What follows belongs to an exercise in optimizing a design on an open flow for small area and a short achievable clock period; a production flow would make more cautious choices.
At most, simulation tests tie the RTL to the original design; equivalence was not proved.
For runs 1 to 4 and 7, only the layout was checked, not whether the RTL still works.

File: flow/run.sh
#!/bin/bash
set -euo pipefail
export BUFFER_PORTS_ARGS="-buffer_cell sky130_fd_sc_hd__buf_1"
bash standard.sh > standard.log 2>&1
File: standard.sh
#!/bin/bash
# synth_recipe.tcl (not shown) runs the flow's synth.tcl, then flattens the netlist and writes it again
# the make line also repeats each setting of config.mk as NAME=value (left out here)
make -C /OpenROAD-flow-scripts/flow DESIGN_CONFIG=/design/flow/config.mk WORK_HOME=/design/flow/orfs CLKGATE_MAP_FILE= SYNTH_SCRIPT=/design/flow/synth_recipe.tcl "${@:-finish}"
File: config.mk
export PLATFORM = sky130hd
export DESIGN_NAME = ham
export DESIGN_NICKNAME = ham
export VERILOG_FILES = /design/flow/design.v
export SDC_FILE = /design/flow/constraint.sdc
export NUM_CORES = 4
export LEC_CHECK = 0
export CAP_MARGIN = 20
export CORE_MARGIN = 2
export CORE_UTILIZATION = 40
export CTS_BUF_LIST = sky130_fd_sc_hd__clkbuf_8
export SETUP_SLACK_MARGIN = 5
export SLEW_MARGIN = 20
export SYNTH_HIERARCHICAL = 1
export SYNTH_MINIMUM_KEEP_SIZE = 0
File: constraint.sdc
create_clock -name core_clock -period 12.5 [get_ports {clk}]
set_input_delay 2.5000 -clock core_clock [delete_from_list [all_inputs] [get_ports {clk}]]
set_output_delay 2.5000 -clock core_clock [all_outputs]
set_load 0.01 [all_outputs]
File: design.v
module hd_calcu_4m(input [15:0] a,
                   output [4:0] hd
                  );
  wire c0, s0, c1, s1, c2, s2, c3, s3, c4, s4, c5, s5, c6, s6, c7, s7, c8, s8, c9, s9, c10, s10, c11, s11, c12, s12, c13, s13, c14, s14;
  ham_fa f0 (a[0], a[10], a[11], c0, s0);
  ham_fa f1 (a[12], a[13], a[14], c1, s1);
  ham_fa f2 (a[15], a[1], a[2], c2, s2);
  ham_fa f3 (a[3], a[4], a[5], c3, s3);
  ham_fa f4 (a[6], a[7], a[8], c4, s4);
  ham_fa f5 (a[9], s0, s1, c5, s5);
  ham_fa f6 (s2, s3, s4, c6, s6);
  ham_ha h7 (s5, s6, c7, s7);
  ham_fa f8 (c0, c1, c2, c8, s8);
  ham_fa f9 (c3, c4, c5, c9, s9);
  ham_fa f10 (c6, s8, c7, c10, s10);
  ham_ha h11 (s9, s10, c11, s11);
  ham_fa f12 (c8, c9, c10, c12, s12);
  ham_ha h13 (c11, s12, c13, s13);
  ham_ha h14 (c12, c13, c14, s14);
  assign hd[0] = s7;
  assign hd[1] = s11;
  assign hd[2] = s13;
  assign hd[3] = s14;
  assign hd[4] = c14;
endmodule
module ham_fa(input a, input b, input c, output co, output s);
  assign s  = a ^ b ^ c;
  assign co = (a & b) | (a & c) | (b & c);
endmodule
module ham_ha(input a, input b, output co, output s);
  assign s  = a ^ b;
  assign co = a & b;
endmodule
module ham(data_in, data_out, clk, resetn);
input [31:0] data_in;
input clk, resetn;
output reg [33:0] data_out;
wire p1 = data_out[1];
wire p0 = data_out[0];
wire [15:0] va, vb, vn, vz;
genvar k;
generate
  for (k = 0; k < 16; k = k + 1) begin : pr
    wire d1 = data_in[2*k+1];
    wire d0 = data_in[2*k];
    wire q1 = data_out[2*k+3];
    wire q0 = data_out[2*k+2];
    wire x  = d1 ^ d0;
    assign va[k] = d1 ^ q1;
    assign vb[k] = d0 ^ q0;
    assign vn[k] = x ? va[k] : ~vb[k];
    assign vz[k] = x ? ~vb[k] : va[k];
  end
endgenerate
wire [4:0] A, B, N, Z;
hd_calcu_4m ca(va, A);
hd_calcu_4m cb(vb, B);
hd_calcu_4m cn(vn, N);
hd_calcu_4m cz(vz, Z);
function geq;
  input [4:0] u, v;
  input c;
  reg cy;
  integer j;
  begin
    cy = ~c;
    for (j = 0; j < 5; j = j + 1)
      cy = (u[j] & ~v[j]) | (u[j] & cy) | (~v[j] & cy);
    geq = cy;
  end
endfunction
wire ie = A[4] | (A[3] & (~p1 | A[2] | A[1] | A[0]));
wire io = B[4] | (B[3] & (~(p1 & p0) | B[2] | B[1] | B[0])) |
          (~p1 & ~p0 & B[2] & B[1] & B[0]);
wire se = N[4] | (N[3] & (p0 | ~p1 | N[2] | N[1] | N[0])) |
          (p0 & ~p1 & N[2] & N[1] & N[0]);
wire so = ~Z[4] & (~Z[3] | (~p1 & ~Z[2] & ~Z[1] & ~Z[0]));
wire is = geq(A, N, p0);
wire eo = geq(B, A, p0);
wire sel_i = ie & io & is;
wire sel_s = ~is & se & so;
wire sel_e = ~ie & ~se & eo;
wire c1 = ~sel_i & ~sel_s;
wire c0 = ~sel_i & ~sel_e;
wire inv1 = ~(c1 & ~c0);    
wire inv0 = ~(c1 & c0);     
reg [33:0] nxt;
integer i;
always @(*) begin
  nxt[1:0] = {c1, c0};
  for (i = 0; i < 16; i = i + 1) begin
    nxt[2*i+3] = sel_s ? data_in[2*i]   : data_in[2*i+1] ^ inv1;
    nxt[2*i+2] = sel_s ? data_in[2*i+1] : data_in[2*i]   ^ inv0;
  end
end
always @(posedge clk, negedge resetn)
begin
  if (!resetn)
    data_out <= 34'd0;
  else
    data_out <= nxt;
end
endmodule
==> results of run 1 <==
-- synthesized netlist by cell type, types with 7 or more instances --
| cell type | n | area share, % |
|---|---|---|
| clkbuf_1 | 51 | 4.1 |
| xor2_1 | 48 | 9.1 |
| inv_1 | 7 | 0.57 |
| a31oi_1 | 17 | 2.3 |
| fa_1 | 44 | 19 |
| a211oi_2 | 9 | 2.4 |
| nor4_1 | 16 | 2.2 |
| ha_1 | 16 | 4.3 |
| buf_4 | 59 | 9.6 |
| a211oi_1 | 7 | 1.1 |
| nand2b_1 | 18 | 2.4 |
| nor2_1 | 51 | 4.1 |
| dfrtp_1 | 34 | 18 |
| o21ai_0 | 34 | 3.7 |
| mux2i_1 | 16 | 3.5 |
| a21oi_1 | 19 | 2.1 |
| o211ai_1 | 16 | 2.6 |
| nand2_1 | 36 | 2.9 |
-- per-stage QoR --
step,instances,utilization [%],cell area [sq um]
5_1_grt,637,40.3,4580
4_1_cts,633,39.5,4490
3_5_place_dp,625,38.6,4390
6_report,637,40.3,4580
3_3_place_gp,625,38.6,4390
2_1_floorplan,528,-,4630
-- worst max path at each step --
stage,from,slack (ns),cells past startpoint,to
final,data_in[3],5.23,16,data_out[30]
after global placement,data_in[0],4.28,16,data_out[28]
after detailed placement,data_in[0],4.16,16,data_out[22]
after global routing,data_in[6],5.00,17,data_out[30]
after CTS,data_in[1],5.01,16,data_out[10]
after floorplan,data_in[1],5.39,18,data_out[3]
-- cell type report --
type	instances	area [sq um]
clock inverter	2	12.5
multi-input combinational	372	3110
inverter	7	26.3
clock buffer	6	82.6
tap	143	179
fill	1135	6790
timing repair buffer	73	320
sequential	34	851
-- per-module statistics from Yosys, one instance, submodules excluded --
module       area [sq um]  copies in the design
ham                  3400                     1
ham_ha               12.5                    16
ham_fa               20.0                    44
hd_calcu_4m          37.5                     4
-- critical path, cell delays in order --
cell and delay (ns):
buf_1 0.26, nand2b_1 0.10, a31oi_1 0.29, fa_1 0.50, fa_1 0.52, ha_1 0.21, fa_1 0.38, fa_1 0.44
ha_1 0.34, or4_1 0.54, a221oi_2 0.30, o311a_1 0.24, buf_6 0.31, or2_4 0.24, buf_12 0.15, a211oi_1 0.07
-- cell families after synthesis --
logic type               Yosys count  synth area share, %
XOR/XNOR                          48                 9.07
AO/OA/AOI/OAI                    114                 16.4
buffers and inverters            123                 15.6
AND/OR/NAND/NOR                  132                 13.5
flip-flops                        34                 18.4
multiplexers                      16                 3.46
adder cells (fa/ha/maj)           61                 23.5
-- per-layer routing --
layer | up-vias | share of wire (%) | routed length [um]
li1 | 1662 | - | -
met1 | 1689 | 47 | 5020
met2 | 101 | 47 | 5090
met3 | 19 | 4.1 | 444
met4 | 0 | 2.1 | 224
met5 | - | 0 | 0
-- what timing repair did --
action	4_1_cts	5_1_grt
setup buffers	0	3
gates resized for setup	5	11
cloned	0	1
pin swaps	0	2
setup endpoints to repair	26	29
-- cell usage in the layout (no fill, tap or decap), types with 2 or more instances in the layout --
cell	n
nand2_1	36
a21oi_1	19
buf_4	3
o211ai_1	16
nor2_1	51
a31oi_1	16
ha_1	16
nor2b_1	3
fa_1	44
a211oi_1	7
mux2i_1	16
a211oi_2	9
nand2b_1	18
buf_6	2
nor4_1	16
buf_1	64
inv_1	7
or4_1	2
clkbuf_8	6
clkbuf_2	3
or4b_1	2
dfrtp_1	34
xor2_1	48
o21ai_0	33
==> key figures, run 1 <==
Setup path
  • Reg2reg setup slack: 7.08 ns
  • Crit path max fanout: 33
  • Crit path DAT: 7.44 ns
  • Worst setup EP type: register
  • R2r worst-path depth: 16
  • Reg-to-reg startpoint: data_out[5]
  • Nature of the critical path startpoint: input pin
  • Critical Path RT: 12.66 ns
  • FF-to-FF End: data_out[30]
  • Crit path kind: in -> reg

Detailed routing
  • Drt wl/cell: 16.9 um
  • Vias: 3471
  • DRC: 0
  • Via/cell ratio: 5.45
  • Drt total wl: 10.8 mm
  • Router iterations before antenna repair: 5
  • Drt initial violations: 156
  • Final ANT Viol Nets: 0

Logic synthesis
  • Post-Syn Nets: 622
  • Post-synth cell types: 41
  • #FFs+latches synth: 34
  • Syn Area/Cell: 8.77 sq um
  • Post-synth ARST share: 100%
  • Synth warnings: 7
  • Synth Flop Type: dfrtp_1
  • Post-Syn Instances: 528
  • Sequential area share after synthesis: 18.4%
  • EDFF count, synth: 0
  • Mapped cell area: 4630 sq um

Floorplanning
  • Core area: 11400 sq um
  • Cell Rows: 39
  • Die footprint: 12500 sq um
  • I/O pins: 68
  • Die Y-Extent: 112 um
  • Starting Density: 40.8%
  • Die Span X: 112 um

Clock network
  • CTS Hold Bufs: 0
  • Later-pin clock latency in the skew report: 0.30 ns
  • CTS Buf Count: 5
  • Worst-path clk slew: 0.08 ns
  • CTS tree: done
  • H-tree levels: 2
  • Clk sinks: 34
  • CTS Buffer Depth: 2
  • Cell chosen for the clock root: clkbuf_8

Place
  • DP Wirelength: 8.15 mm
  • PortBufs: 67
  • RD Place Congestion: 0.912
  • Place WS: 4.16 ns

Finish
  • Most flop-heavy register: data_out
  • Flip-flop count of the largest register after layout: 34
  • Area Growth Syn to Fin: -1.08%
  • Inserted Diodes: 0
  • Final nets: 587
  • Biggest registers after layout: data_out: 34 flops
  • Layout cell share with drive strength beyond 1: 7.09%

STA
  • Final hold violation count: 0
  • Final worst slack: 5.23 ns
  • Final period util: 58.2%
  • Max Clk Rate: 0.138 GHz
  • RSZ-0062 raised after global routing: false
  • Worst-Margin Slew: 0.944 ns
  • Crit path time final: 7.27 ns
  • Setup_tns: 0 ns
  • Slew Limit Fails: 0
  • Setup violators final: 0
  • WHS: 1.09 ns
  • Worst clock skew: 0.00953 ns
  • Relative slew slack: 37.1%

Min path
  • Min-Delay Startpoint: data_out[1]
  • Hold Path End: data_out[1]
  • Cell depth of the worst hold path: 5
  • Hold Path Class: reg -> reg

Global routing
  • GR Util met3: 2.40%
  • GRT Total Usage: 17.1%
  • Vias in the first global route: 3233
  • GR peak layer: met2
  • Initial antenna violation count: 0
  • First-pass GRT wire length: 17.0 mm
  • Met2 Track Usage GR: 27.4%
  • Largest net degree at the start of global routing: 35
  • GR Layer Usage met1: 24.2%
  • Total global routing overflow: 0

Status
  • Outcome: finished clean

Run
  • Max-capacitance violation count: 0
==> inputs of run 2 (changes only) <==
--- a/config.mk
+++ b/config.mk
@@ -9,4 +9,3 @@
 export CORE_MARGIN = 2
-export CORE_UTILIZATION = 40
-export CTS_BUF_LIST = sky130_fd_sc_hd__clkbuf_8
+export CORE_UTILIZATION = 60
 export SETUP_SLACK_MARGIN = 5
==> key figures, run 2 <==
Global routing
  • First-pass GRT wire length: 17.0 mm (about the same)
  • Met2 Track Usage GR: 41.5% (was 27.4%)
  • Total global routing overflow: 0 (unchanged)
  • Vias in the first global route: 3248 (was 3233)
  • Largest net degree at the start of global routing: 35 (unchanged)
  • GR Layer Usage met1: 37.9% (was 24.2%)
  • GR peak layer: met2 (unchanged)
  • GRT Total Usage: 25.7% (was 17.1%)
  • Initial antenna violation count: 0 (unchanged)
  • GR Util met3: 2.79% (was 2.40%)

Run
  • Max-capacitance violation count: 0 (unchanged)

Floorplanning
  • Core area: 7610 sq um (was 11400 sq um)
  • Die Y-Extent: 91.9 um (was 112 um)
  • Cell Rows: 32 (was 39)
  • Die Span X: 91.9 um (was 112 um)
  • Starting Density: 60.9% (was 40.8%)
  • Die footprint: 8440 sq um (was 12500 sq um)
  • I/O pins: 68 (unchanged)

Logic synthesis
  • Top cells by area, synth: fa_1 (19%), dfrtp_1 (18%), buf_4 (9.6%) (unchanged)
  • Synth top area share: 19.0% (unchanged)
  • #FFs+latches synth: 34 (unchanged)
  • EDFF count, synth: 0 (unchanged)
  • Post-Syn Nets: 622 (unchanged)
  • Post-synth ARST share: 100% (unchanged)
  • Largest area contributor in the netlist: fa_1 (unchanged)
  • Sequential area share after synthesis: 18.4% (unchanged)
  • Synth warnings: 7 (unchanged)
  • Synth Flop Type: dfrtp_1 (unchanged)
  • Commonest cells post-synth: buf_4 (59), clkbuf_1 (51), nor2_1 (51) (unchanged)
  • Syn Area/Cell: 8.77 sq um (unchanged)
  • Count leader, synth: buf_4 (unchanged)
  • Post-Syn Instances: 528 (unchanged)
  • Post-synth cell types: 41 (unchanged)
  • Mapped cell area: 4630 sq um (unchanged)

Finish
  • Finished layout cell area: 4500 sq um (was 4580 sq um)
  • Inserted Diodes: 0 (unchanged)
  • Most flop-heavy register: data_out (unchanged)
  • Layout cell share with drive strength beyond 1: 6.31% (was 7.09%)
  • Final nets: 584 (was 587)
  • Area Growth Syn to Fin: -2.89% (was -1.08%)
  • Leading cell types in the layout, fill and taps excluded: buf_1 (63), nor2_1 (51), xor2_1 (48) (was buf_1 (64), nor2_1 (51), xor2_1 (48))
  • Most common cell after layout, fill and taps aside: buf_1 (unchanged)
  • Fill cells: 709 (was 1135)
  • Final core occ: 59.1% (was 40.3%)
  • Flip-flop count of the largest register after layout: 34 (unchanged)
  • Biggest registers after layout: data_out: 34 flops (unchanged)

Clock network
  • CTS Hold Bufs: 0 (unchanged)
  • CTS tree: done (unchanged)
  • Later-pin clock latency in the skew report: 0.29 ns (was 0.30 ns)
  • Worst-path clk slew: 0.07 ns (was 0.08 ns)
  • Post-CTS Setup Bufs: 0 (unchanged)
  • CTS Buffer Depth: 2 (unchanged)
  • CTS Buf Count: 5 (unchanged)
  • Clk sinks: 34 (unchanged)
  • Cell chosen for the clock root: clkbuf_8 (unchanged)
  • H-tree levels: 2 (unchanged)

STA
  • Worst clock skew: 0.00988 ns (was 0.00953 ns)
  • Setup_tns: 0 ns (unchanged)
  • Crit path time final: 7.33 ns (was 7.27 ns)
  • Relative slew slack: 36.8% (was 37.1%)
  • RSZ-0062 raised after global routing: true (was false)
  • Final hold violation count: 0 (unchanged)
  • Final period util: 58.6% (was 58.2%)
  • Worst-Margin Slew: 0.949 ns (was 0.944 ns)
  • Slew Limit Fails: 0 (unchanged)
  • Setup violators final: 0 (unchanged)
  • Max Clk Rate: 0.136 GHz (was 0.138 GHz)

Setup path
  • CP most frequent cell: fa_1 (unchanged)
  • Crit path max fanout: 18 (was 33)
  • Crit path DAT: 7.48 ns (was 7.44 ns)
  • CP max stage cell: o31ai_2 (was or4_1)
  • Critical Path RT: 12.65 ns (was 12.66 ns)
  • Buffers and inverters on the worst path: 1 (was 3)
  • Largest delay share family, worst path: adder cells (unchanged)
  • Crit path kind: in -> reg (unchanged)
  • CP cell instances: buf_1 -> nand2_1 -> a31oi_1 -> fa_1 -> fa_1 -> ha_1 -> fa_1 -> fa_1 -> ha_1 -> ha_1 -> nand2b_1 -> nand2_1 -> o31ai_2 -> o21a_4 -> or2_4 -> a211oi_1 (was buf_1 -> nand2b_1 -> a31oi_1 -> fa_1 -> fa_1 -> ha_1 -> fa_1 -> fa_1 -> ha_1 -> or4_1 -> a221oi_2 -> o311a_1 -> buf_6 -> or2_4 -> buf_12 -> a211oi_1)
  • Worst setup EP type: register (unchanged)
  • Nature of the critical path startpoint: input pin (unchanged)
  • CP peak stage delay: 0.59 ns (was 0.54 ns)

Detailed routing
  • Final ANT Viol Nets: 0 (unchanged)
  • Drt wl/cell: 17.7 um (was 16.9 um)
  • Router iterations before antenna repair: 4 (was 5)
  • DRC: 0 (unchanged)
  • Drt total wl: 10.5 mm (was 10.8 mm)
  • Via/cell ratio: 5.74 (was 5.45)
  • Drt initial violations: 177 (was 156)
  • Vias: 3406 (was 3471)

Status
  • Outcome: finished clean (unchanged)

Place
  • DP Wirelength: 7.80 mm (was 8.15 mm)
  • RD Place Congestion: 0.956 (was 0.912)
  • PortBufs: 67 (unchanged)
  • Post-Place Cell Area: 4340 sq um (was 4390 sq um)

Min path
  • Hold Path Class: reg -> reg (unchanged)
-- run 2: cell count changes in the layout (fill, tap and decap cells not counted), sizes merged --
cell / change
buf: -4
clkbuf: +2
bufinv: +1
clkinv: -1
clkinvlp: -1
-- run 2: logic make-up (layout without fill, tap and decap cells) --
kind of cell	count (synthesis)	in the layout	synth area share, %
multiplexers	16	16	3.46
flip-flops	34	34	18.4
XOR/XNOR	48	48	9.07
AO/OA/AOI/OAI	114	114	16.4
AND/OR/NAND/NOR	132	133	13.5
buffers and inverters	123	85	15.6
adder cells (fa/ha/maj)	61	61	23.5
-- run 2: Yosys stat by module, one instance, submodules excluded --
module       copies in the design  cell area [sq um]  flip-flops and latches
ham_ha                         16               12.5                       0
hd_calcu_4m                     4               37.5                       0
ham_fa                         44               20.0                       0
ham                             1               3400                      34
-- run 2: what timing repair did --
item	CTS	global route
pin swaps	0	0
setup endpoints to repair	26	33
resized for setup	4	10
cloned	0	1
-- run 2: path summary, 6_finish.rpt --
check	endpoint	cells after the start	from	slack (ns)
min in group asynchronous	data_out[11]	1	resetn	2.34
setup / recovery	data_out[20]	16	data_in[4]	5.17
hold reg to reg	data_out[1]	5	data_out[1]	1.07
max in group asynchronous	data_out[0]	1	resetn	9.56
hold / removal	data_out[1]	5	data_out[1]	1.07
setup reg to reg	data_out[20]	16	data_out[5]	7.04
-- run 2: area by class of cell --
| class | count | area (sq um) | area share, % |
|---|---|---|---|
| Tap cell | 102 | 128 | 2.84 |
| Inverter | 7 | 26.3 | 0.584 |
| Clock inverter | 1 | 30.0 | 0.667 |
| Clock buffer | 7 | 76.3 | 1.70 |
| Timing Repair Buffer | 70 | 283 | 6.28 |
| Sequential cell | 34 | 851 | 18.9 |
| Multi-Input combinational cell | 372 | 3110 | 69.0 |
-- run 2: worst register-to-register path, cell delays in order (launching register included) --
cell      delay [ns]
dfrtp_1         0.47
mux2i_1         0.23
nor2_1          0.05
a31oi_1         0.25
fa_1            0.52
fa_1            0.51
ha_1            0.20
fa_1            0.39
fa_1            0.45
ha_1            0.20
ha_1            0.33
nand2b_1        0.15
nand2_1         0.08
o31ai_2         0.59
o21a_4          0.40
or2_4           0.37
a211oi_1        0.13
-- run 2: through the flow --
step	hold slack [ns]	worst slack, ns	std cells
floorplan	0.938	5.39	528
global placement	1.10	4.37	584
detailed placement	1.12	4.23	584
CTS	1.13	5.06	592
global route	1.14	4.97	593
finish	1.07	5.17	593
-- run 2: metal layers --
metal,vias to the layer above,share of wire [%]
met5,-,0
met4,0,1.1
met3,8,4.3
met2,80,48
met1,1648,47
li1,1670,-
==> inputs of run 3 (changes only) <==
--- a/config.mk
+++ b/config.mk
@@ -7,2 +7,3 @@
 export LEC_CHECK = 0
+export ABC_AREA = 1
 export CAP_MARGIN = 20
@@ -10,2 +11,3 @@
 export CORE_UTILIZATION = 60
+export CTS_BUF_LIST = sky130_fd_sc_hd__clkbuf_8
 export SETUP_SLACK_MARGIN = 5
==> key figures, run 3 <==
Logic synthesis
  • Top cells by area, synth: fa_1 (21%), dfrtp_1 (20%), nand2_1 (12%) (was fa_1 (19%), dfrtp_1 (18%), buf_4 (9.6%))
  • Mapped cell area: 4270 sq um (was 4630 sq um)
  • Synth Flop Type: dfrtp_1 (unchanged)
  • Synth warnings: 7 (unchanged)
  • Syn Area/Cell: 8.12 sq um (was 8.77 sq um)
  • Synth top area share: 20.7% (was 19.0%)
  • Post-Syn Nets: 619 (was 622)
  • Post-synth cell types: 26 (was 41)
  • Sequential area share after synthesis: 19.9% (was 18.4%)
  • #FFs+latches synth: 34 (unchanged)
  • Post-synth ARST share: 100% (unchanged)
  • Commonest cells post-synth: nand2_1 (134), buf_4 (58), fa_1 (44) (was buf_4 (59), clkbuf_1 (51), nor2_1 (51))
  • Largest area contributor in the netlist: fa_1 (unchanged)
  • Post-Syn Instances: 525 (was 528)
  • EDFF count, synth: 0 (unchanged)
  • Count leader, synth: nand2_1 (was buf_4)

STA
  • Relative slew slack: 37.2% (was 36.8%)
  • Final period util: 56.9% (was 58.6%)
  • WHS: 1.19 ns (was 1.07 ns)
  • Worst-Margin Slew: 0.942 ns (was 0.949 ns)
  • Slew Limit Fails: 0 (unchanged)
  • Final hold violation count: 0 (unchanged)
  • RSZ-0062 raised after global routing: false (was true)
  • Worst clock skew: 0.00871 ns (was 0.00988 ns)
  • Crit path time final: 7.12 ns (was 7.33 ns)
  • Max Clk Rate: 0.141 GHz (was 0.136 GHz)
  • Setup_tns: 0 ns (unchanged)
  • Setup violators final: 0 (unchanged)

Finish
  • Flip-flop count of the largest register after layout: 34 (unchanged)
  • Area Growth Syn to Fin: -1.17% (was -2.89%)
  • Final std cells w/o fill: 629 (was 593)
  • Leading cell types in the layout, fill and taps excluded: nand2_1 (134), buf_1 (66), fa_1 (44) (was buf_1 (63), nor2_1 (51), xor2_1 (48))
  • Final nets: 626 (was 584)
  • Biggest registers after layout: data_out: 34 flops (unchanged)
  • Layout cell share with drive strength beyond 1: 4.13% (was 6.31%)
  • Inserted Diodes: 0 (unchanged)
  • Most common cell after layout, fill and taps aside: nand2_1 (was buf_1)
  • Most flop-heavy register: data_out (unchanged)

Clock network
  • Post-CTS Setup Bufs: 0 (unchanged)
  • CTS Buf Count: 5 (unchanged)
  • CTS tree: done (unchanged)
  • CTS Hold Bufs: 0 (unchanged)
  • Clk sinks: 34 (unchanged)
  • Cell chosen for the clock root: clkbuf_8 (unchanged)
  • # resized after CTS: 0 (was 4)
  • CTS Buffer Depth: 2 (unchanged)
  • Worst-path clk slew: 0.08 ns (was 0.07 ns)
  • Later-pin clock latency in the skew report: 0.29 ns (about the same)
  • H-tree levels: 2 (unchanged)

Detailed routing
  • Router iterations before antenna repair: 6 (was 4)
  • DRC: 0 (unchanged)
  • Drt wl/cell: 14.5 um (was 17.7 um)
  • Drt initial violations: 115 (was 177)
  • Vias: 3238 (was 3406)
  • Final ANT Viol Nets: 0 (unchanged)
  • Via/cell ratio: 5.15 (was 5.74)
  • Drt total wl: 9.14 mm (was 10.5 mm)

Floorplanning
  • Die footprint: 7800 sq um (was 8440 sq um)
  • Core area: 6830 sq um (was 7610 sq um)
  • Die Span X: 88.3 um (was 91.9 um)
  • Cell Rows: 30 (was 32)
  • Die Y-Extent: 88.3 um (was 91.9 um)
  • I/O pins: 68 (unchanged)
  • Starting Density: 62.4% (was 60.9%)

Global routing
  • GR peak layer: met2 (unchanged)
  • Met2 Track Usage GR: 39.4% (was 41.5%)
  • Total global routing overflow: 0 (unchanged)
  • Largest net degree at the start of global routing: 50 (was 35)
  • GRT Total Usage: 25.3% (was 25.7%)
  • First-pass GRT wire length: 15.0 mm (was 17.0 mm)
  • GR Util met3: 4.85% (was 2.79%)
  • GR Layer Usage met1: 36.4% (was 37.9%)
  • Vias in the first global route: 3020 (was 3248)
  • Initial antenna violation count: 0 (unchanged)

Run
  • Max-capacitance violation count: 0 (unchanged)

Setup path
  • Worst setup EP type: register (unchanged)
  • Crit path DAT: 7.33 ns (was 7.48 ns)
  • Crit path kind: in -> reg (unchanged)
  • Critical Path RT: 12.72 ns (was 12.65 ns)
  • Reg-to-reg startpoint: data_out[5] (unchanged)
  • Critical Path Start: data_in[3] (was data_in[4])
  • Nature of the critical path startpoint: input pin (unchanged)
  • Crit path max fanout: 34 (was 18)

Place
  • Placed cells: 621 (was 584)
  • DP Wirelength: 7.08 mm (was 7.80 mm)
  • PortBufs: 67 (unchanged)
  • RD Place Congestion: 0.886 (was 0.956)

Status
  • Outcome: finished clean (unchanged)

Min path
  • Min-Delay Startpoint: data_out[1] (unchanged)
  • Hold Path Class: reg -> reg (unchanged)
## run 3: cell type report
| cell class | count | area (sq um) |
|---|---|---|
| flip-flops and latches | 34 | 851 |
| inverters | 40 | 153 |
| multi-input cells | 384 | 2740 |
| clock buffers | 6 | 82.6 |
| fillers | 648 | 2620 |
| clock inverters | 2 | 12.5 |
| well taps | 96 | 120 |
| repair buffers | 67 | 253 |
## run 3: Yosys stat by module, one instance, submodules excluded
module	cell area [sq um]	flip-flops and latches	cells
ham_ha	12.5	0	1
hd_calcu_4m	37.5	0	5
ham	3030	34	445
ham_fa	20.0	0	1
## run 3: stage by stage
stage	worst slack (ns)	cell area (sq um)	util, %
after detailed placement	5.03	4120	60.3
after global routing	5.02	4220	61.7
final	5.38	4220	61.7
after CTS	5.36	4220	61.7
after floorplan	6.01	4270	-
after global placement	5.21	4120	60.3
## run 3: critical path, cell delays in order
cell	delay, ns
buf_1	0.20
xor2_1	0.37
nor2_1	0.07
a21oi_1	0.23
fa_1	0.51
fa_1	0.50
ha_1	0.20
fa_1	0.39
fa_1	0.44
ha_1	0.19
ha_1	0.30
inv_1	0.07
nand2_1	0.06
o21ai_0	0.08
inv_1	0.06
nand2_1	0.05
nand2_1	0.06
nand2_1	0.09
inv_1	0.11
nand2_4	0.24
inv_4	0.40
nand2_1	0.09
o21ai_1	0.10
## run 3: kinds of logic (layout without fill, tap and decap cells)
kind of cell               count (synthesis)  in the layout  synth area share, %
xor gates and xnor gates                  48             48                 9.86
buffers and inverters                    107            115                 15.7
and+or+nand+nor                          216            216                 21.9
DFF                                       34             34                 19.9
adders and majority gates                 60             60                 25.3
AOI/OAI and AO/OA                         60             60                 7.25
## run 3: metal layers
metal / vias up / part of all wire [%]
li1: 1614 / -
met1: 1508 / 47
met2: 101 / 46
met3: 15 / 4.9
met4: 0 / 2.0
met5: - / 0
## run 3: final timing paths
kind	slack (ns)	cells after the start	to
setup / recovery	5.38	23	data_out[5]
hold / removal	1.19	6	data_out[1]
setup reg to reg	7.41	22	data_out[5]
hold reg to reg	1.19	6	data_out[1]
max in group asynchronous	9.58	1	data_out[23]
min in group asynchronous	2.34	1	data_out[0]
==> inputs of run 4 (changes only) <==
==> config.mk (replaced) <==
export PLATFORM = sky130hd
export DESIGN_NAME = ham
export DESIGN_NICKNAME = ham
export VERILOG_FILES = /design/flow/design.v
export SDC_FILE = /design/flow/constraint.sdc
export NUM_CORES = 4
export LEC_CHECK = 0
export CAP_MARGIN = 20
export CORE_MARGIN = 2
export CORE_UTILIZATION = 40
export CTS_BUF_LIST = sky130_fd_sc_hd__clkbuf_4
export SETUP_SLACK_MARGIN = 5
export SLEW_MARGIN = 20
==> key figures, run 4 <==
Detailed routing
  • Via/cell ratio: 5.35 (was 5.15)
  • DRC: 0 (unchanged)
  • Drt wl/cell: 15.7 um (was 14.5 um)
  • Vias: 3626 (was 3238)
  • Final ANT Viol Nets: 0 (unchanged)
  • Router iterations before antenna repair: 4 (was 6)
  • Drt total wl: 10.7 mm (was 9.14 mm)
  • Drt initial violations: 175 (was 115)

Logic synthesis
  • Sequential area share after synthesis: 18.5% (was 19.9%)
  • Commonest cells post-synth: a21oi_1 (55), inv_1 (54), nor2_1 (49) (was nand2_1 (134), buf_4 (58), fa_1 (44))
  • Synth Flop Type: dfrtp_1 (unchanged)
  • #FFs+latches synth: 34 (unchanged)
  • Synth top area share: 18.5% (was 20.7%)
  • Post-Syn Nets: 631 (was 619)
  • Synth warnings: 1 (was 7)
  • Post-synth ARST share: 100% (unchanged)
  • Post-Syn Instances: 540 (was 525)
  • Top cells by area, synth: dfrtp_1 (19%), fa_1 (17%), xnor2_1 (7.6%) (was fa_1 (21%), dfrtp_1 (20%), nand2_1 (12%))
  • Mapped cell area: 4590 sq um (was 4270 sq um)
  • Syn Area/Cell: 8.51 sq um (was 8.12 sq um)
  • EDFF count, synth: 0 (unchanged)
  • Largest area contributor in the netlist: dfrtp_1 (was fa_1)
  • Post-synth cell types: 48 (was 26)
  • Count leader, synth: a21oi_1 (was nand2_1)

Floorplanning
  • I/O pins: 68 (unchanged)
  • Starting Density: 40.6% (was 62.4%)
  • Core area: 11300 sq um (was 6830 sq um)
  • Die footprint: 12400 sq um (was 7800 sq um)
  • Cell Rows: 39 (was 30)
  • Die Y-Extent: 111 um (was 88.3 um)
  • Die Span X: 111 um (was 88.3 um)

Global routing
  • Largest net degree at the start of global routing: 35 (was 50)
  • Initial antenna violation count: 0 (unchanged)
  • Total global routing overflow: 0 (unchanged)
  • Vias in the first global route: 3456 (was 3020)
  • First-pass GRT wire length: 17.4 mm (was 15.0 mm)
  • GRT Total Usage: 17.4% (was 25.3%)

Min path
  • Hold Path End: data_out[1] (unchanged)
  • Cell depth of the worst hold path: 4 (was 6)
  • Hold Path Class: reg -> reg (unchanged)
  • Min-Delay Startpoint: data_out[1] (unchanged)

Setup path
  • R2r worst-path depth: 19 (was 22)
  • CP peak stage delay: 0.56 ns (was 0.51 ns)
  • Crit path kind: in -> reg (unchanged)
  • FF-to-FF End: data_out[32] (was data_out[5])
  • CP cell instances: buf_1 -> nor2_1 -> nor3_1 -> a21oi_1 -> fa_1 -> inv_1 -> fa_1 -> inv_1 -> ha_1 -> inv_1 -> fa_1 -> inv_1 -> fa_1 -> ha_1 -> or4_4 -> a221oi_2 -> a211oi_2 -> and3_4 -> or3_4 -> o221a_1 (was buf_1 -> xor2_1 -> nor2_1 -> a21oi_1 -> fa_1 -> fa_1 -> ha_1 -> fa_1 -> fa_1 -> ha_1 -> ha_1 -> inv_1 -> nand2_1 -> o21ai_0 -> inv_1 -> nand2_1 -> nand2_1 -> nand2_1 -> inv_1 -> nand2_4 -> inv_4 -> nand2_1 -> o21ai_1)
  • Critical Path RT: 12.73 ns (was 12.72 ns)
  • CP max stage cell: fa_1 (unchanged)
  • Reg-to-reg startpoint: data_out[3] (was data_out[5])
  • Crit path max fanout: 8 (was 34)
  • Largest delay share family, worst path: adder cells (unchanged)
  • Nature of the critical path startpoint: input pin (unchanged)
  • Crit path DAT: 7.56 ns (was 7.33 ns)
  • Worst setup EP type: register (unchanged)
  • Reg2reg setup slack: 7.03 ns (was 7.41 ns)
  • Buffers and inverters on the worst path: 5 (unchanged)

Clock network
  • CTS Buffer Depth: 2 (unchanged)
  • Later-pin clock latency in the skew report: 0.34 ns (was 0.29 ns)
  • Clk sinks: 34 (unchanged)
  • Worst-path clk slew: 0.12 ns (was 0.08 ns)
  • Cell chosen for the clock root: clkbuf_4 (was clkbuf_8)
  • CTS tree: done (unchanged)
  • CTS Buf Count: 5 (unchanged)
  • Post-CTS Setup Bufs: 0 (unchanged)
  • H-tree levels: 2 (unchanged)
  • CTS Hold Bufs: 0 (unchanged)

Finish
  • Flip-flop count of the largest register after layout: 34 (unchanged)
  • Seq. cell area: 851 sq um (unchanged)
  • Fill cells: 1157 (was 648)
  • Layout cell share with drive strength beyond 1: 6.54% (was 4.13%)
  • Finished layout cell area: 4690 sq um (was 4220 sq um)
  • Area of the multi-input gates: 3130 sq um (was 2740 sq um)
  • Inserted Diodes: 0 (unchanged)
  • Final nets: 625 (was 626)
  • Most common cell after layout, fill and taps aside: buf_1 (was nand2_1)
  • Leading cell types in the layout, fill and taps excluded: buf_1 (55), inv_1 (54), a21oi_1 (54) (was nand2_1 (134), buf_1 (66), fa_1 (44))
  • Biggest registers after layout: data_out: 34 flops (unchanged)
  • Area Growth Syn to Fin: 2.15% (was -1.17%)
  • Final std cells w/o fill: 678 (was 629)
  • Most flop-heavy register: data_out (unchanged)

Place
  • RD Place Congestion: 0.842 (was 0.886)
  • Placed cells: 669 (was 621)
  • PortBufs: 67 (unchanged)
  • DP Wirelength: 8.14 mm (was 7.08 mm)
  • Post-Place Cell Area: 4580 sq um (was 4120 sq um)
  • Place WS: 4.36 ns (was 5.03 ns)

STA
  • Final hold violation count: 0 (unchanged)
  • Relative slew slack: 40.8% (was 37.2%)
  • Setup violators final: 0 (unchanged)
  • Slew Limit Fails: 0 (unchanged)
  • RSZ-0062 raised after global routing: true (was false)
  • Worst-Margin Slew: 0.887 ns (was 0.942 ns)
  • Crit path time final: 7.33 ns (was 7.12 ns)
  • Final period util: 58.6% (was 56.9%)
  • Worst clock skew: 0.0111 ns (was 0.00871 ns)
  • Setup_tns: 0 ns (unchanged)
  • Final worst slack: 5.17 ns (was 5.38 ns)
  • Max Clk Rate: 0.136 GHz (was 0.141 GHz)

Status
  • Outcome: finished clean (unchanged)

Run
  • Max-capacitance violation count: 0 (unchanged)
==> run 4: cell types whose count changed in the layout (fill, tap and decap cells not counted), sizes merged, moves of 14 or more <==
cell    before  now
nand2      139   15
a21oi       21   55
nand3       34    1
xnor2       16   40
nor2b        0   17
mux2i        0   16
o221a        0   16
xor2        32   16
a211oi       0   14
inv         40   54
==> run 4: layout make-up <==
cell class	count	area share, %
clock buffers	6	0.960
clock inverters	2	0.187
inverters	54	4.32
multi-input cells	371	66.8
flip-flops and latches	34	18.1
well taps	143	3.81
repair buffers	68	5.84
==> run 4: cells by family (layout without fill, tap and decap cells) <==
kind of cell / Yosys count / count (layout) / synth area share, %
multiplexers: 16 / 16 / 3.49
adder cells (fa/ha/maj): 60 / 60 / 22.5
AND/OR/NAND/NOR: 105 / 106 / 11.2
XOR/XNOR: 56 / 56 / 10.7
buffers and inverters: 136 / 130 / 14.4
flip-flops: 34 / 34 / 18.5
AO/OA/AOI/OAI: 133 / 133 / 19.2
==> run 4: worst reg2reg max path: stages (launching register included) <==
cell,delay (ns)
dfrtp_1,0.48
nor2b_1,0.17
nor3_1,0.17
a21oi_1,0.09
fa_1,0.56
inv_1,0.06
fa_1,0.44
inv_1,0.08
ha_1,0.15
inv_1,0.05
fa_1,0.36
inv_1,0.07
fa_1,0.42
ha_1,0.34
or4_4,0.53
a221oi_2,0.38
a211oi_2,0.12
and3_4,0.22
or3_4,0.43
o221a_1,0.26
==> run 4: routing by layer <==
| metal | up-vias | GRT usage (%) | share of wire (%) |
|---|---|---|---|
| met5 | - | 0 | 0 |
| met4 | 0 | 3.29 | 0.71 |
| met3 | 4 | 2.41 | 4.0 |
| met1 | 1781 | 24.2 | 47 |
| li1 | 1754 | - | - |
| met2 | 87 | 29.2 | 48 |
==> run 4: worst max path at each step <==
stage	from	to	slack [ns]	depth (start not counted)
after floorplan	data_in[2]	data_out[10]	5.01	20
after global placement	data_in[30]	data_out[32]	4.42	18
after detailed placement	data_in[2]	data_out[24]	4.36	18
after CTS	data_in[30]	data_out[24]	5.01	18
after global routing	data_in[30]	data_out[24]	4.97	18
final	data_in[0]	data_out[32]	5.17	20
==> run 4: timing repair <==
action                     4_1_cts  5_1_grt
pin swaps                        0        1
gates cloned                     0        1
resized for setup                5       15
setup endpoints to repair       32       32
==> run 4: stage by stage <==
step           utilization [%]  hold slack [ns]
2_1_floorplan                -            0.808
3_3_place_gp              40.5            0.976
3_5_place_dp              40.5             1.00
4_1_cts                   41.1             1.05
5_1_grt                   41.5             1.14
6_report                  41.5             1.08
==> inputs of run 5 (changes only) <==
--- a/design.v
+++ b/design.v
@@ -39,3 +39,3 @@
 wire p0 = data_out[0];
-wire [15:0] va, vb, vn, vz;
+wire [15:0] va, vb, vn;
 genvar k;
@@ -47,10 +47,9 @@
     wire q0 = data_out[2*k+2];
-    wire x  = d1 ^ d0;
+    wire y  = q1 ^ q0;
     assign va[k] = d1 ^ q1;
     assign vb[k] = d0 ^ q0;
-    assign vn[k] = x ? va[k] : ~vb[k];
-    assign vz[k] = x ? ~vb[k] : va[k];
+    assign vn[k] = y ? va[k] : ~vb[k];
   end
 endgenerate
-wire [4:0] A, B, N, Z;
+wire [4:0] A, B, N;
 hd_calcu_4m ca(va, A);
@@ -58,4 +57,3 @@
 hd_calcu_4m cn(vn, N);
-hd_calcu_4m cz(vz, Z);
-function geq;
+function cout5;
   input [4:0] u, v;
@@ -65,8 +63,16 @@
   begin
-    cy = ~c;
+    cy = c;
     for (j = 0; j < 5; j = j + 1)
-      cy = (u[j] & ~v[j]) | (u[j] & cy) | (~v[j] & cy);
-    geq = cy;
+      cy = (u[j] & v[j]) | (u[j] & cy) | (v[j] & cy);
+    cout5 = cy;
   end
 endfunction
+wire [4:0] a8n = ~{A[4] | A[3], ~A[3], A[2:0]};
+wire [4:0] rs, rc;
+genvar m;
+generate
+  for (m = 0; m < 5; m = m + 1) begin : rw
+    ham_fa f(B[m], N[m], a8n[m], rc[m], rs[m]);
+  end
+endgenerate
 wire ie = A[4] | (A[3] & (~p1 | A[2] | A[1] | A[0]));
@@ -76,5 +82,5 @@
           (p0 & ~p1 & N[2] & N[1] & N[0]);
-wire so = ~Z[4] & (~Z[3] | (~p1 & ~Z[2] & ~Z[1] & ~Z[0]));
-wire is = geq(A, N, p0);
-wire eo = geq(B, A, p0);
+wire so = rc[4] | cout5(rs, {rc[3:0], 1'b0}, ~p1);
+wire is = cout5(A, ~N, ~p0);
+wire eo = cout5(B, ~A, ~p0);
 wire sel_i = ie & io & is;
--- a/config.mk
+++ b/config.mk
@@ -7,7 +7,10 @@
 export LEC_CHECK = 0
+export ABC_AREA = 1
 export CAP_MARGIN = 20
 export CORE_MARGIN = 2
-export CORE_UTILIZATION = 40
-export CTS_BUF_LIST = sky130_fd_sc_hd__clkbuf_4
+export CORE_UTILIZATION = 60
+export CTS_BUF_LIST = sky130_fd_sc_hd__clkbuf_8
 export SETUP_SLACK_MARGIN = 5
 export SLEW_MARGIN = 20
+export SYNTH_HIERARCHICAL = 1
+export SYNTH_MINIMUM_KEEP_SIZE = 0
==> key figures, run 5 <==
Clock network
  • H-tree levels: 2 (unchanged)
  • Clk sinks: 34 (unchanged)
  • CTS Buffer Depth: 2 (unchanged)
  • Cell chosen for the clock root: clkbuf_8 (was clkbuf_4)
  • CTS tree: done (unchanged)
  • Later-pin clock latency in the skew report: 0.29 ns (was 0.34 ns)
  • CTS Hold Bufs: 0 (unchanged)
  • CTS Buf Count: 5 (unchanged)
  • Worst-path clk slew: 0.08 ns (was 0.12 ns)

Logic synthesis
  • #FFs+latches synth: 34 (unchanged)
  • Post-synth ARST share: 100% (unchanged)
  • Count leader, synth: nand2_1 (was a21oi_1)
  • Top cells by area, synth: dfrtp_1 (21%), fa_1 (18%), nand2_1 (11%) (was dfrtp_1 (19%), fa_1 (17%), xnor2_1 (7.6%))
  • Post-synth cell types: 27 (was 48)
  • Synth Area in Simple Gates: 20.2% (was 11.2%)
  • Syn Area/Cell: 8.07 sq um (was 8.51 sq um)
  • Post-Syn Instances: 510 (was 540)
  • Synth top area share: 20.7% (was 18.5%)
  • Mapped cell area: 4110 sq um (was 4590 sq um)
  • EDFF count, synth: 0 (unchanged)
  • Commonest cells post-synth: nand2_1 (123), inv_1 (74), buf_4 (54) (was a21oi_1 (55), inv_1 (54), nor2_1 (49))
  • Post-Syn Nets: 594 (was 631)
  • Xor-xnor portion of the synthesized cell area: 10.2% (was 10.7%)
  • Post-synthesis adder-cell area fraction: 22.1% (was 22.5%)
  • Synth Flop Type: dfrtp_1 (unchanged)
  • Compound-Gate Fraction of Synth Area: 4.32% (was 19.2%)
  • Largest area contributor in the netlist: dfrtp_1 (unchanged)
  • Sequential area share after synthesis: 20.7% (was 18.5%)
  • Largest family of logic cells by synthesized area: adder cells (unchanged)
  • Synth warnings: 7 (was 1)
  • Proportion of synthesized area in mux cells: 4.38% (was 3.49%)

Finish
  • Flip-flop count of the largest register after layout: 34 (unchanged)
  • Inserted Diodes: 0 (unchanged)
  • Biggest registers after layout: data_out: 34 flops (unchanged)
  • Final nets: 610 (was 625)
  • Area Growth Syn to Fin: 0.973% (was 2.15%)
  • Leading cell types in the layout, fill and taps excluded: nand2_1 (123), inv_1 (74), buf_1 (66) (was buf_1 (55), inv_1 (54), a21oi_1 (54))
  • Layout cell share with drive strength beyond 1: 7.78% (was 6.54%)
  • Most flop-heavy register: data_out (unchanged)
  • Most common cell after layout, fill and taps aside: nand2_1 (was buf_1)

Place
  • Place WS: 4.47 ns (was 4.36 ns)
  • RD Place Congestion: 0.890 (was 0.842)
  • DP Wirelength: 6.70 mm (was 8.14 mm)
  • PortBufs: 67 (unchanged)

STA
  • Final worst slack: 5.31 ns (was 5.17 ns)
  • RSZ-0062 raised after global routing: false (was true)
  • Worst-Margin Slew: 0.963 ns (was 0.887 ns)
  • Max Clk Rate: 0.139 GHz (was 0.136 GHz)
  • Crit path time final: 7.19 ns (was 7.33 ns)
  • Final period util: 57.6% (was 58.6%)
  • Setup_tns: 0 ns (unchanged)
  • Relative slew slack: 35.8% (was 40.8%)
  • Slew Limit Fails: 0 (unchanged)
  • Setup violators final: 0 (unchanged)
  • Worst clock skew: 0.00547 ns (was 0.0111 ns)
  • Final hold violation count: 0 (unchanged)

Min path
  • Cell depth of the worst hold path: 6 (was 4)
  • Hold Path Class: reg -> reg (unchanged)

Global routing
  • Vias in the first global route: 2994 (was 3456)
  • Initial antenna violation count: 0 (unchanged)
  • GRT Total Usage: 25.7% (was 17.4%)
  • Largest net degree at the start of global routing: 50 (was 35)
  • Total global routing overflow: 0 (unchanged)
  • First-pass GRT wire length: 14.9 mm (was 17.4 mm)

Setup path
  • Nature of the critical path startpoint: input pin (unchanged)
  • Crit path max fanout: 49 (was 8)
  • Crit path DAT: 7.43 ns (was 7.56 ns)
  • Critical Path RT: 12.73 ns (about the same)
  • R2r worst-path depth: 18 (was 19)
  • Crit path kind: in -> reg (unchanged)
  • Worst setup EP type: register (unchanged)

Detailed routing
  • DRC: 0 (unchanged)
  • Via/cell ratio: 5.11 (was 5.35)
  • Drt total wl: 9.17 mm (was 10.7 mm)
  • Vias: 3104 (was 3626)
  • Final ANT Viol Nets: 0 (unchanged)
  • Drt wl/cell: 15.1 um (was 15.7 um)
  • Drt initial violations: 144 (was 175)
  • Router iterations before antenna repair: 4 (unchanged)

Floorplanning
  • Die Y-Extent: 86.8 um (was 111 um)
  • Core area: 6720 sq um (was 11300 sq um)
  • Cell Rows: 30 (was 39)
  • Starting Density: 61.2% (was 40.6%)
  • I/O pins: 68 (unchanged)
  • Die footprint: 7540 sq um (was 12400 sq um)
  • Die Span X: 86.8 um (was 111 um)

Run
  • Max-capacitance violation count: 0 (unchanged)

Status
  • Outcome: finished clean (unchanged)
run 5: changes by cell type after synthesis, sizes merged, moves of 14 or more:
cell,change
nand2,+114
nand3,+51
a21oi,-49
nor2,-42
clkbuf,-41
inv,+22
buf,+21
nor2b,-17
mux2,+16
mux2i,-16
o221a,-16
a211oi,-14
run 5: metrics by stage:
stage	cell area [sq um]	std cells	utilization [%]	hold WS, ns
global placement	4010	595	59.7	0.888
detailed placement	4010	595	59.7	0.889
finish	4150	607	61.8	0.898
floorplan	4110	510	-	0.821
global route	4150	607	61.8	1.02
CTS	4110	603	61.2	0.914
run 5: cell type report:
type | count | area, sq um
Timing Repair Buffer | 71 | 283
Sequential cell | 34 | 851
Clock inverter | 2 | 12.5
Inverter | 76 | 290
Multi-Input combinational cell | 338 | 2530
Clock buffer | 6 | 82.6
Tap cell | 80 | 100
Fill cell | 629 | 2560
run 5: per-layer routing:
layer | share of wire (%) | vias up | routed length (um) | GRT usage (%)
met3 | 4.7 | 4 | 431 | 4.57
met1 | 46 | 1472 | 4200 | 35.5
met5 | 0 | - | 0 | 0
met2 | 49 | 71 | 4500 | 42.7
met4 | 0.46 | 0 | 42 | 5.26
li1 | - | 1557 | - | -
run 5: timing repair:
| item | in CTS | in global routing |
|---|---|---|
| setup endpoints to repair | 17 | 17 |
| pin swaps | 0 | 1 |
| setup buffers | 0 | 4 |
| resized for setup | 2 | 2 |
run 5: cells by family after synthesis:
group / Yosys count
AO/OA/AOI/OAI: 32
XOR/XNOR: 48
adder cells (fa/ha/maj): 50
buffers and inverters: 138
flip-flops: 34
multiplexers: 16
AND/OR/NAND/NOR: 192
run 5: path summary, 6_finish.rpt:
kind | slack, ns | to | startpoint
min in group asynchronous | 2.32 | data_out[1] | resetn
hold / removal | 0.90 | data_out[1] | data_out[1]
max in group asynchronous | 9.56 | data_out[2] | resetn
setup / recovery | 5.31 | data_out[22] | data_in[31]
hold reg to reg | 0.90 | data_out[1] | data_out[1]
setup reg to reg | 7.13 | data_out[22] | data_out[6]
run 5: modules after synthesis, one instance, submodules excluded:
module	cell area (sq um)	cells inside
hd_calcu_4m	37.5	5
ham_ha	12.5	1
ham_fa	20.0	1
ham	3090	445
run 5: critical path: stages:
cell and delay (ns):
buf_1 0.12, xor2_1 0.18, mux2_2 0.30, fa_1 0.53
fa_1 0.52, ha_1 0.21, fa_1 0.39, fa_1 0.44
ha_1 0.20, ha_1 0.35, fa_1 0.55, nand2_1 0.06
nand3_1 0.07, nand2_1 0.07, a21boi_2 0.26, nand2_8 0.24
inv_6 0.25, nand2_1 0.07, nand2_1 0.07
==> inputs of run 6 (changes only) <==
--- a/config.mk
+++ b/config.mk
@@ -7,3 +7,2 @@
 export LEC_CHECK = 0
-export ABC_AREA = 1
 export CAP_MARGIN = 20
==> key figures, run 6 <==
Setup path
  • Crit path max fanout: 18 (was 49)
  • Crit path DAT: 7.46 ns (was 7.43 ns)
  • Nature of the critical path startpoint: input pin (unchanged)
  • Worst setup EP type: register (unchanged)
  • CP cell instances: clkbuf_2 -> xor2_1 -> fa_1 -> fa_1 -> ha_1 -> fa_1 -> fa_1 -> ha_1 -> ha_1 -> fa_1 -> or2_1 -> maj3_1 -> nor2_2 -> a211oi_2 -> buf_6 -> and2_4 -> o31ai_1 (was buf_1 -> xor2_1 -> mux2_2 -> fa_1 -> fa_1 -> ha_1 -> fa_1 -> fa_1 -> ha_1 -> ha_1 -> fa_1 -> nand2_1 -> nand3_1 -> nand2_1 -> a21boi_2 -> nand2_8 -> inv_6 -> nand2_1 -> nand2_1)
  • CP max stage cell: fa_1 (unchanged)
  • CP most frequent cell: fa_1 (unchanged)
  • CP peak stage delay: 0.50 ns (was 0.55 ns)
  • Crit path kind: in -> reg (unchanged)
  • Critical Path RT: 12.70 ns (was 12.73 ns)

STA
  • Worst-Margin Slew: 0.974 ns (was 0.963 ns)
  • Final hold violation count: 0 (unchanged)
  • WHS: 1.05 ns (was 0.898 ns)
  • Crit path time final: 7.26 ns (was 7.19 ns)
  • Final worst slack: 5.24 ns (was 5.31 ns)
  • Max Clk Rate: 0.138 GHz (was 0.139 GHz)
  • Worst clock skew: 0.00818 ns (was 0.00547 ns)
  • Final period util: 58.1% (was 57.6%)
  • Relative slew slack: 35.1% (was 35.8%)
  • Setup_tns: 0 ns (unchanged)
  • RSZ-0062 raised after global routing: false (unchanged)
  • Slew Limit Fails: 0 (unchanged)
  • Setup violators final: 0 (unchanged)

Floorplanning
  • Die Span X: 86.8 um (about the same)
  • Starting Density: 61.2% (about the same)
  • Die Y-Extent: 86.8 um (about the same)
  • Core area: 6720 sq um (unchanged)
  • Cell Rows: 30 (unchanged)
  • I/O pins: 68 (unchanged)
  • Die footprint: 7530 sq um (was 7540 sq um)

Logic synthesis
  • Synth top area share: 20.7% (about the same)
  • Mapped cell area: 4110 sq um (about the same)
  • Largest area contributor in the netlist: dfrtp_1 (unchanged)
  • Post-synthesis adder-cell area fraction: 22.4% (was 22.1%)
  • EDFF count, synth: 0 (unchanged)
  • Synth Area in Simple Gates: 8.15% (was 20.2%)
  • Top cells by area, synth: dfrtp_1 (21%), fa_1 (18%), buf_4 (9.3%) (was dfrtp_1 (21%), fa_1 (18%), nand2_1 (11%))
  • Synth Flop Type: dfrtp_1 (unchanged)
  • Xor-xnor portion of the synthesized cell area: 10.2% (about the same)
  • Post-synth ARST share: 100% (unchanged)
  • Compound-Gate Fraction of Synth Area: 13.7% (was 4.32%)
  • Synth warnings: 7 (unchanged)
  • #FFs+latches synth: 34 (unchanged)
  • Post-synth cell types: 47 (was 27)
  • Sequential area share after synthesis: 20.7% (about the same)
  • Count leader, synth: buf_4 (was nand2_1)
  • Commonest cells post-synth: buf_4 (51), fa_1 (38), dfrtp_1 (34) (was nand2_1 (123), inv_1 (74), buf_4 (54))
  • Post-Syn Instances: 396 (was 510)
  • Proportion of synthesized area in mux cells: 12.2% (was 4.38%)
  • Syn Area/Cell: 10.4 sq um (was 8.07 sq um)
  • Largest family of logic cells by synthesized area: adder cells (unchanged)
  • Post-Syn Nets: 480 (was 594)

Place
  • Post-Place Cell Area: 4000 sq um (was 4010 sq um)
  • RD Place Congestion: 0.849 (was 0.890)
  • DP Wirelength: 6.65 mm (was 6.70 mm)
  • PortBufs: 67 (unchanged)
  • Place WS: 4.28 ns (was 4.47 ns)

Detailed routing
  • Via/cell ratio: 5.86 (was 5.11)
  • Router iterations before antenna repair: 4 (unchanged)
  • Final ANT Viol Nets: 0 (unchanged)
  • Drt total wl: 9.08 mm (was 9.17 mm)
  • Vias: 2871 (was 3104)
  • Drt wl/cell: 18.5 um (was 15.1 um)
  • DRC: 0 (unchanged)
  • Drt initial violations: 91 (was 144)

Global routing
  • First-pass GRT wire length: 14.9 mm (about the same)
  • GRT Total Usage: 26.0% (was 25.7%)
  • Largest net degree at the start of global routing: 50 (unchanged)
  • Vias in the first global route: 2768 (was 2994)
  • Total global routing overflow: 0 (unchanged)
  • Initial antenna violation count: 0 (unchanged)

Clock network
  • Clk sinks: 34 (unchanged)
  • H-tree levels: 2 (unchanged)
  • CTS tree: done (unchanged)
  • CTS Buf Count: 5 (unchanged)
  • CTS Hold Bufs: 0 (unchanged)
  • Later-pin clock latency in the skew report: 0.29 ns (about the same)
  • CTS Buffer Depth: 2 (unchanged)
  • Worst-path clk slew: 0.08 ns (about the same)
  • Post-CTS Setup Bufs: 0 (unchanged)
  • Cell chosen for the clock root: clkbuf_8 (unchanged)

Finish
  • Finished layout cell area: 4210 sq um (was 4150 sq um)
  • Area Growth Syn to Fin: 2.37% (was 0.973%)
  • Leading cell types in the layout, fill and taps excluded: fa_1 (38), buf_1 (38), dfrtp_1 (34) (was nand2_1 (123), inv_1 (74), buf_1 (66))
  • Final nets: 493 (was 610)
  • Most flop-heavy register: data_out (unchanged)
  • Flip-flop count of the largest register after layout: 34 (unchanged)
  • Layout cell share with drive strength beyond 1: 20.2% (was 7.78%)
  • Biggest registers after layout: data_out: 34 flops (unchanged)
  • Inserted Diodes: 0 (unchanged)

Run
  • Max-capacitance violation count: 0 (unchanged)

Min path
  • Hold Path Class: reg -> reg (unchanged)

Status
  • Outcome: finished clean (unchanged)
-- run 6: what timing repair did --
item | in CTS | in global routing
gates cloned | 1 | 0
pin swaps | 0 | 2
setup endpoints to repair | 33 | 33
gates resized for setup | 10 | 37
hold endpoints to repair | 0 | 0
-- run 6: worst max-delay path: cells and delay by family --
kind / cells / cell delay [ns]
adder cells (fa/ha/maj): 9 / 3.47
AND/OR/NAND/NOR: 3 / 0.55
AO/OA/AOI/OAI: 2 / 0.35
buffers and inverters: 2 / 0.33
XOR/XNOR: 1 / 0.24
-- run 6: per-stage QoR --
stage / instances / util, %
2_1_floorplan: 396 / -
3_3_place_gp: 481 / 59.5
3_5_place_dp: 481 / 59.5
4_1_cts: 490 / 61.3
5_1_grt: 490 / 62.7
6_report: 490 / 62.7
-- run 6: cells by family (layout without fill, tap and decap cells) --
family / count (synthesis) / in the layout
compound gates: 73 / 73
xor+xnor: 48 / 48
fa+ha+maj: 51 / 51
buf+inv: 73 / 86
flops: 34 / 34
mux: 48 / 48
simple gates: 69 / 70
-- run 6: worst paths after layout --
kind | startpoint | endpoint | slack [ns] | cells past startpoint
worst max-delay path | data_in[29] | data_out[26] | 5.24 | 17
worst min-delay path | data_out[1] | data_out[1] | 1.05 | 4
worst max register to register | data_out[13] | data_out[26] | 7.08 | 18
worst min register to register | data_out[1] | data_out[1] | 1.05 | 4
max in group asynchronous | resetn | data_out[18] | 9.54 | 1
min in group asynchronous | resetn | data_out[28] | 2.35 | 1
-- run 6: cell type report --
class | count | area (sq um)
flip-flops and latches | 34 | 851
clock buffers | 6 | 82.6
clock inverters | 2 | 12.5
multi-input cells | 290 | 2820
inverters | 9 | 33.8
fillers | 562 | 2510
repair buffers | 69 | 307
well taps | 80 | 100
-- run 6: per-module statistics from Yosys, one instance, submodules excluded --
module	flops+latches	cells inside	times used	cell area, sq um
ham	34	331	1	3090
ham_ha	0	1	12	12.5
ham_fa	0	1	38	20.0
hd_calcu_4m	0	5	3	37.5
-- run 6: layer usage --
layer	vias to the layer above	part of all wire (%)	wire length, um	track usage [%]
met5	-	0	0	0
met3	11	4.0	364	3.52
met4	0	1.4	127	5.82
li1	1370	-	-	-
met2	76	48	4370	40.7
met1	1414	46	4220	38.4
==> inputs of run 7 (changes only) <==
--- a/design.v
+++ b/design.v
@@ -92,11 +92,10 @@
 wire inv0 = ~(c1 & c0);     
-reg [33:0] nxt;
-integer i;
-always @(*) begin
-  nxt[1:0] = {c1, c0};
-  for (i = 0; i < 16; i = i + 1) begin
-    nxt[2*i+3] = sel_s ? data_in[2*i]   : data_in[2*i+1] ^ inv1;
-    nxt[2*i+2] = sel_s ? data_in[2*i+1] : data_in[2*i]   ^ inv0;
+wire [33:0] nxt;
+assign nxt[1:0] = {c1, c0};
+generate
+  for (k = 0; k < 16; k = k + 1) begin : ob
+    ham_obit o1(sel_s, data_in[2*k],   data_in[2*k+1], inv1, nxt[2*k+3]);
+    ham_obit o0(sel_s, data_in[2*k+1], data_in[2*k],   inv0, nxt[2*k+2]);
   end
-end
+endgenerate
 always @(posedge clk, negedge resetn)
@@ -109 +108,4 @@
 endmodule
+module ham_obit(input s, input u, input v, input inv, output o);
+  assign o = s ? u : v ^ inv;
+endmodule
==> key figures, run 7 <==
Logic synthesis
  • Post-Syn Nets: 465 (was 480)
  • Compound-Gate Fraction of Synth Area: 11.6% (was 13.7%)
  • Sequential area share after synthesis: 22.3% (was 20.7%)
  • Synth warnings: 7 (unchanged)
  • Post-synth cell types: 38 (was 47)
  • Synth Area in Simple Gates: 7.92% (was 8.15%)
  • Mapped cell area: 3820 sq um (was 4110 sq um)
  • Top cells by area, synth: dfrtp_1 (22%), fa_1 (20%), buf_4 (9.6%) (was dfrtp_1 (21%), fa_1 (18%), buf_4 (9.3%))
  • Post-synthesis adder-cell area fraction: 24.4% (was 22.4%)
  • EDFF count, synth: 0 (unchanged)
  • Post-synth ARST share: 100% (unchanged)
  • Syn Area/Cell: 10.0 sq um (was 10.4 sq um)
  • #FFs+latches synth: 34 (unchanged)

Setup path
  • FF-to-FF End: data_out[18] (was data_out[26])
  • Buffers and inverters on the worst path: 2 (unchanged)
  • Critical Path RT: 12.68 ns (was 12.70 ns)
  • CP cell instances: buf_2 -> xor2_1 -> fa_1 -> fa_1 -> ha_1 -> fa_1 -> fa_1 -> ha_1 -> ha_1 -> nor2_1 -> fa_1 -> o22ai_1 -> or3_4 -> a32oi_4 -> a21bo_4 -> buf_12 -> xnor2_1 -> o21ai_1 (was clkbuf_2 -> xor2_1 -> fa_1 -> fa_1 -> ha_1 -> fa_1 -> fa_1 -> ha_1 -> ha_1 -> fa_1 -> or2_1 -> maj3_1 -> nor2_2 -> a211oi_2 -> buf_6 -> and2_4 -> o31ai_1)
  • Crit path kind: in -> reg (unchanged)
  • CP most frequent cell: fa_1 (unchanged)
  • Nature of the critical path startpoint: input pin (unchanged)

Finish
  • Inserted Diodes: 0 (unchanged)
  • Area Growth Syn to Fin: 8.74% (was 2.37%)
  • Fill cells: 533 (was 562)
  • Layout cell share with drive strength beyond 1: 14.0% (was 20.2%)
  • Most flop-heavy register: data_out (unchanged)
  • Final std cells w/o fill: 497 (was 490)

Detailed routing
  • Final ANT Viol Nets: 0 (unchanged)
  • Drt total wl: 9.29 mm (was 9.08 mm)
  • Vias: 2795 (was 2871)
  • Drt wl/cell: 18.7 um (was 18.5 um)
  • Router iterations before antenna repair: 4 (unchanged)
  • DRC: 0 (unchanged)

Place
  • Post-Place Cell Area: 3800 sq um (was 4000 sq um)
  • PortBufs: 67 (unchanged)
  • DP Wirelength: 5.88 mm (was 6.65 mm)
  • RD Place Congestion: 0.877 (was 0.849)

Floorplanning
  • Die Y-Extent: 83.8 um (was 86.8 um)
  • Core area: 6240 sq um (was 6720 sq um)
  • Die Span X: 83.8 um (was 86.8 um)

Clock network
  • H-tree levels: 2 (unchanged)
  • Later-pin clock latency in the skew report: 0.30 ns (was 0.29 ns)
  • CTS Buf Count: 5 (unchanged)

Run
  • Max-capacitance violation count: 0 (unchanged)

STA
  • Max Clk Rate: 0.137 GHz (was 0.138 GHz)
  • RSZ-0062 raised after global routing: false (unchanged)
  • Slew Limit Fails: 0 (unchanged)

Global routing
  • Largest net degree at the start of global routing: 35 (was 50)

Min path
  • Cell depth of the worst hold path: 3 (was 4)

Status
  • Outcome: finished clean (unchanged)
run 7: changes by cell type in the layout (fill, tap and decap cells not counted), sizes merged, moves of 16 or more:
cell	previous run	this run
nand3	16	0
o21ai	3	34
o31ai	17	0
nand2	5	34
nor3	17	0
mux2	16	0
xnor2	16	32
o21a	17	0
run 7: worst min-delay path by stage:
| stage | startpoint | to | slack (ns) |
|---|---|---|---|
| 2_1_floorplan | data_out[0] | data_out[1] | 0.75 |
| 3_3_place_gp | data_out[0] | data_out[1] | 0.86 |
| 5_1_grt | data_out[0] | data_out[1] | 0.96 |
| 3_5_place_dp | data_out[0] | data_out[1] | 0.87 |
| 6_report | data_out[0] | data_out[1] | 0.90 |
| 4_1_cts | data_out[0] | data_out[1] | 0.89 |
run 7: Yosys stat by module, one instance, submodules excluded:
module       cell area, sq um  cells
ham                      2240    220
ham_ha                   12.5      1
ham_obit                 17.5      3
hd_calcu_4m              37.5      5
ham_fa                   20.0      1
run 7: routing by layer:
layer | routed length [um] | up-vias | GRT usage, %
li1 | - | 1326 | -
met1 | 4350 | 1379 | 38.4
met2 | 4440 | 84 | 44.0
met3 | 424 | 6 | 2.77
met4 | 80 | 0 | 5.43
met5 | 0 | - | 0
run 7: cells by family after synthesis:
logic type                 count (synthesis)
AOI/OAI and AO/OA                         72
and+or+nand+nor                           68
xor gates and xnor gates                  64
adders and majority gates                 52
buffers and inverters                     58
DFF                                       34
muxes                                     33
run 7: through the flow:
step                setup WS, ns  utilization [%]  hold slack (ns)
floorplan                   5.00                -            0.745
global placement            4.23             61.0            0.860
detailed placement          4.18             61.0            0.869
CTS                         5.01             64.4            0.890
global route                4.96             66.6            0.961
finish                      5.19             66.6            0.903
run 7: cell type report:
cell class	count	area, sq um	share of cell area (%)
sequential	34	851	20.5
clock buffer	6	82.6	1.99
clock inverter	2	12.5	0.301
inverter	9	33.8	0.813
tap	77	96.3	2.32
multi-input combinational	296	2730	65.6
timing repair buffer	73	353	8.49
run 7: repair_timing:
action                                  4_1_cts  5_1_grt
gates cloned                                  4        3
endpoints found under the setup margin       32       32
hold buffers                                  0        0
buffers inserted                              4        2
pin swaps                                     4        8
gates resized for setup                      12       37
run 7: worst min-delay path, cell delays in order, from the launching register on:
cell,delay [ns]
dfrtp_1,0.50
a21o_1,0.12
a31oi_1,0.12
mux2i_1,0.12

static timing again, ports no longer ideal:
The results above use ideal ports. As a check the final layouts listed here were re-extracted and re-timed, cells and wires unchanged. Step 1 (the two cells are an assumption about what drives the block):
set clk [get_ports {clk}]
set_driving_cell -lib_cell sky130_fd_sc_hd__clkbuf_16 $clk
set_driving_cell -lib_cell sky130_fd_sc_hd__buf_2 [delete_from_list [all_inputs] $clk]
Step 2 adds t to the input delays and takes it off the output delays; t is the mean of the earliest and latest rising clock arrival at the registers after step 1. Input paths then give back, and output paths get back, about the clock's delay inside the block. a / b / c = ideal / step 1 / step 2; a / b = the first two.
run | t, ns | setup WS [ns] | slew at the worst register clock pin (ns) | pins driven straight from the clock port
run 1 | 0.324 | 5.228 / 5.237 / 4.913 | 0.08 / 0.08 | 1
run 2 | 0.315 | 5.172 / 5.179 / 4.864 | 0.08 / 0.08 | 1
run 3 | 0.317 | 5.383 / 5.389 / 5.072 | 0.08 / 0.08 | 1
run 4 | 0.362 | 5.172 / 5.178 / 4.815 | 0.12 / 0.12 | 1
run 5 | 0.320 | 5.306 / 5.316 / 4.996 | 0.08 / 0.08 | 1
run 6 | 0.321 | 5.240 / 5.237 / 4.916 | 0.08 / 0.08 | 1
run 7 | 0.321 | 5.190 / 5.194 / 4.873 | 0.08 / 0.08 | 1
After both steps every run listed still meets setup and hold. For run 4, which loses most, drivers alone change the setup slack by +0.006 ns; drivers and shift together by -0.357 ns.
